From an optimization exercise on the open Yosys and OpenROAD flow, aimed at small area, a short achievable clock period and few clock cycles; shortcuts taken in it are not production practice.
Where RTL was checked, it was by simulation tests only, not by an equivalence proof against the original.
Power is estimated from default activity; no workload was simulated.

==> job 4052: inputs <==
Design nb_tx_top, start of the top module:
module nb_tx_top #(parameter TBS = 16 , parameter G = 132, parameter Qm = 2, parameter rv_indx = 0)
    (
        output logic                  e_k,
        output logic                  RM_Valid,
        input logic                   i_data_crc,
        input logic                   i_clk_crc,
                                      i_rst_crc
    );
    logic [7:0]  t;
    logic [15:0] d;
    logic [16:0] m;
    logic        din, e_en;
    assign din = i_data_crc;
    always_ff @(posedge i_clk_crc, negedge i_rst_crc)
        if (!i_rst_crc) t <= 8'd0;
        else if (t != 8'd143) t <= t + 8'd1;
    always_ff @(posedge i_clk_crc)
        d <= {d[14:0], (t < 8'd16) ? din : d[15]};
    always_ff @(posedge i_clk_crc, negedge i_rst_crc)
        if (!i_rst_crc) RM_Valid <= 1'b0;
        else RM_Valid <= (t >= 8'd9) && (t < 8'd141);
    always_ff @(posedge i_clk_crc, negedge i_rst_crc)
        if (!i_rst_crc) e_k <= 1'b0;
        else if (e_en) e_k <= ^({din, d} & m);
  ...
Settings: LEC_CHECK=0, CAP_MARGIN=20, CORE_MARGIN=2, CORE_UTILIZATION=40, PLACE_DENSITY=0.6, SETUP_SLACK_MARGIN=5, SLEW_MARGIN=20; clock period 7.0 ns.
run.sh (not shown) runs the stock make flow with config.mk's settings and CLKGATE_MAP_FILE= SYNTH_SCRIPT=/design/flow/synth_recipe.tcl, a recipe that flattens the netlist after the stock synthesis.
==> inputs of job 4206, as changes to job 4052 <==
--- a/flow/config.mk
+++ b/flow/config.mk
@@ -9,5 +9,4 @@
 export CORE_MARGIN = 2
 export CORE_UTILIZATION = 40
 export PLACE_DENSITY = 0.6
-export SETUP_SLACK_MARGIN = 5
 export SLEW_MARGIN = 20
==> notes.md <==
- Die area is the same in job 4052 and job 4206.
- Against job 4206, the clock skew of job 4052 is higher by 16 ps.
- Worst setup slack: job 4206 is lower than job 4052 (1100 ps).
- Power: job 4206 is smaller than job 4052 (about 3%).
- Of job 4052 and job 4206, job 4206 has the higher worst hold slack (gap 1.2 ps).
- Combinational power: job 4052 is larger than job 4206 (about 20%).
Testbench counts of job 4052, summed over its fixed seeds: cycles 13,920.
Testbench counts of job 4206, summed over its fixed seeds: cycles 13,920.

---

==> 06-01 <==
nb_tx_top, a different RTL version from the one above (not shown whole).
==> flow/config.mk <==
export PLATFORM = sky130hd
export DESIGN_NAME = nb_tx_top
export DESIGN_NICKNAME = nb_tx_top
export VERILOG_FILES = /design/flow/design.v
export SDC_FILE = /design/flow/constraint.sdc
export NUM_CORES = 4
export LEC_CHECK = 0
export ABC_AREA = 1
export CAP_MARGIN = 20
export CORE_MARGIN = 2
export CORE_UTILIZATION = 30
export CTS_BUF_LIST = sky130_fd_sc_hd__clkbuf_16
export PLACE_DENSITY = 0.5
export SETUP_SLACK_MARGIN = 4.8
export SLEW_MARGIN = 20
==> flow/constraint.sdc <==
create_clock -name core_clock -period 7.0 [get_ports {i_clk_crc}]
set_input_delay 1.4000 -clock core_clock [delete_from_list [all_inputs] [get_ports {i_clk_crc}]]
set_output_delay 1.4000 -clock core_clock [all_outputs]
set_load 0.01 [all_outputs]
standard.sh (not shown) runs the stock make flow with config.mk's settings and CLKGATE_MAP_FILE= SYNTH_SCRIPT=/design/flow/synth_recipe.tcl, a recipe that flattens the netlist after the stock synthesis.
==> flow/flow/run.sh <==
#!/bin/bash
set -euo pipefail
rm -rf myscripts
cp -r "$FLOW_HOME/scripts" myscripts
cp flow/abc_area.script myscripts/abc_area.script
bash standard.sh SCRIPTS_DIR="$PWD/myscripts" finish > make_finish.log 2>&1
==> flow/flow/abc_area.script <==
strash
&get -n
&fraig -x
&dc2
&put
dch -f
map -a
strash
dch -f
map -a
strash
dch -f
map -a
topo
==> 10-23: changes against 06-01 <==
==> flow/flow/run.sh (replaced) <==
#!/bin/bash
set -euo pipefail
rm -rf myscripts
cp -r "$FLOW_HOME/scripts" myscripts
cp flow/abc_area.script myscripts/abc_area.script
bash standard.sh SCRIPTS_DIR="$PWD/myscripts" SETUP_SLACK_MARGIN=5.6 finish > make_finish.log 2>&1
--- a/flow/config.mk
+++ b/flow/config.mk
@@ -8,8 +8,8 @@
 export ABC_AREA = 1
 export CAP_MARGIN = 20
 export CORE_MARGIN = 2
 export CORE_UTILIZATION = 30
 export CTS_BUF_LIST = sky130_fd_sc_hd__clkbuf_16
 export PLACE_DENSITY = 0.5
-export SETUP_SLACK_MARGIN = 4.8
+export SETUP_SLACK_MARGIN = 5
 export SLEW_MARGIN = 20
==> 02-09: changes against 06-01 <==
--- a/flow/design.v
+++ b/flow/design.v
@@ -3,39 +3,38 @@
         output logic                  e_k,
         output logic                  RM_Valid,
         input logic                   i_data_crc,
         input logic                   i_clk_crc,
                                       i_rst_crc
     );
-    logic [3:0]  ra, ra_q;
-    logic [3:0]  rb, rb_q;
+    logic [3:0]  ra, rb, ra_q, rb_q;
     logic [8:0]  hi, hi_q;
+    assign ra = {ra_q[3:1], ~ra_q[0]};
+    assign rb = {rb_q[3:1], ~rb_q[0]};
+    assign hi = {hi_q[8:1], ~hi_q[0]};
     logic [15:0] d;
     logic [16:0] m, mq;
     logic        din, load, e_en, enq, v_nxt;
     assign din = i_data_crc;
-    assign ra = {ra_q[3:1], ~ra_q[0]};
-    assign rb = {rb_q[3:1], ~rb_q[0]};
-    assign hi = {hi_q[8:1], ~hi_q[0]};
     always_ff @(posedge i_clk_crc, negedge i_rst_crc)
         if (!i_rst_crc) begin
             ra_q <= 4'd0;
             rb_q <= 4'd0;
             hi_q <= 9'd0;
         end else begin
             ra_q <= {ra[2:0], ~ra[3]};
             if (ra[3]) rb_q <= {rb[2:0], ~rb[3]};
             if (ra[3] & rb[3]) hi_q <= {hi[7:0], 1'b1};
         end
     always_ff @(posedge i_clk_crc)
         d <= {d[14:0], load ? din : d[15]};
-    always_ff @(posedge i_clk_crc)
-        mq <= m;
     always_ff @(posedge i_clk_crc, negedge i_rst_crc)
         if (!i_rst_crc) RM_Valid <= 1'b0;
         else RM_Valid <= v_nxt;
+    always_ff @(posedge i_clk_crc)
+        mq <= m;
     always_ff @(posedge i_clk_crc, negedge i_rst_crc)
         if (!i_rst_crc) enq <= 1'b0;
         else enq <= e_en;
     always_ff @(posedge i_clk_crc, negedge i_rst_crc)
         if (!i_rst_crc) e_k <= 1'b0;
         else if (enq) e_k <= ^({din, d} & mq);
==> flow/flow/abc_area.script (replaced) <==
strash
&get -n
&deepsyn -J 200
&put
dch -f
map -a
strash
dch -f
map -a
topo
--- a/flow/config.mk
+++ b/flow/config.mk
@@ -8,8 +8,8 @@
 export ABC_AREA = 1
 export CAP_MARGIN = 20
 export CORE_MARGIN = 2
 export CORE_UTILIZATION = 30
 export CTS_BUF_LIST = sky130_fd_sc_hd__clkbuf_16
 export PLACE_DENSITY = 0.5
-export SETUP_SLACK_MARGIN = 4.8
+export SETUP_SLACK_MARGIN = 4.5
 export SLEW_MARGIN = 20
==> notes.md <==
outcome=no timing/DRC/antenna violations; slowest cell on the critical path=nor2_2; CTS resizes=23; Clock Power Share=47.2%; most frequent cells in the layout=56 x nand2_1, 55 x nor2_1, 45 x clkinv_1; clock latency on the worst-skew pair=0.29 ns; logic gate share of total power=0.7%; Startpoint Class=flip-flop; Peak VDD IR=0.000136 V; 1st-pass router iterations=5; Psw=between 100 and 150 uW; Syn Std Cell Area=2960 sq um
Source of the figures above: 06-01

==> notes.md <==
slowest cell on the critical path=xnor2_1; CTS tree=done; Syn Std Cell Area=around 3000 sq um; internal power=roughly 480 uW; Post-synth top cells=77 x nor2_1, 57 x nand2_1, 48 x clkinv_1, 40 x a21oi_1, 33 x dfxtp_1; leakage=between 2 and 2.5 nW; CTS resizes=181; CP required=7.19 ns; most frequent cells in the layout=69 x buf_4, 55 x nor2_4, 45 x nand2_1; 1st-pass router iterations=7; fmax=0.449 GHz; outcome=no timing/DRC/antenna violations; gp weighted congestion=1.07; clock latency on the worst-skew pair=0.30 ns; logic gate share of total power=0.9%; Startpoint Class=input pin; Max Clock Skew=0.00760 ns; Peak VDD IR=0.000181 V; Psw=approximately 120 uW
Source of the figures above: 10-23

==> notes.md <==
critical-path cell list=clkinv_1, nor2_1, clkinv_1, o22ai_1, or2_2, a211oi_1, nand3_1; logic gate share of total power=0.8%; Syn Std Cell Area=2920 sq um; Area contributors post-synth=dfxtp_1 23%, dfrtp_1 17%, nor2_1 10%; slowest cell on the critical path=nor2_1; Top pwr grp=registers; final cell count without fillers=564; Reg2Reg Setup Slack=4.37 ns; Startpoint Class=flip-flop; Peak VDD IR=0.000102 V; Synth Area in XOR/XNOR=between 4 and 5%; CTS resizes=3; Clock Power Share=44.2%; outcome=no timing/DRC/antenna violations; Psw=121 uW; CP endpoint=mq[10]; TritonCTS buffer count=5
Source of the figures above: 02-09

Testbench counts of 06-01, summed over its fixed seeds: cycles 13,920.
Testbench counts of 10-23, summed over its fixed seeds: cycles 13,920.
No functional check of the RTL was part of 02-09.

[static timing again, ports no longer ideal]
No port has a modelled driver above. Below, the same layouts with a new extraction and two added sets of constraints.
Step 1 (the two cells are an assumption about what drives the block):
set clk [get_ports {i_clk_crc}]
set_driving_cell -lib_cell sky130_fd_sc_hd__clkbuf_16 $clk
set_driving_cell -lib_cell sky130_fd_sc_hd__buf_2 [delete_from_list [all_inputs] $clk]
Step 2 adds t to the input delays and takes it off the output delays; t is the mean of the earliest and latest rising clock arrival at the registers after step 1. Input paths then give back, and output paths get back, about the clock's delay inside the block.
Slacks: ideal ports / drivers / drivers and shift; pairs: ideal ports / drivers.
run | t, ns | setup WS [ns] | worst setup path at the end | clock arrival spread, ns | worst register clock-pin slew, ns
job 4052 | 0.316 | 3.484 / 3.484 / 3.484 | register to register | 0.019 / 0.019 | 0.12 / 0.12
job 4206 | 0.299 | 2.352 / 2.352 / 2.352 | register to register | 0.002 / 0.002 | 0.09 / 0.09
06-01 | 0.334 | 4.727 / 4.727 / 4.439 | input to register | 0.005 / 0.004 | 0.07 / 0.07
10-23 | 0.333 | 4.772 / 4.749 / 4.416 | input to register | 0.009 / 0.008 | 0.07 / 0.07
02-09 | 0.328 | 4.373 / 4.373 / 4.373 | register to register | 0.007 / 0.006 | 0.07 / 0.07
After both steps every run listed still meets setup and hold. For 10-23, which loses most, drivers alone change the setup slack by -0.023 ns; drivers and shift together by -0.356 ns.
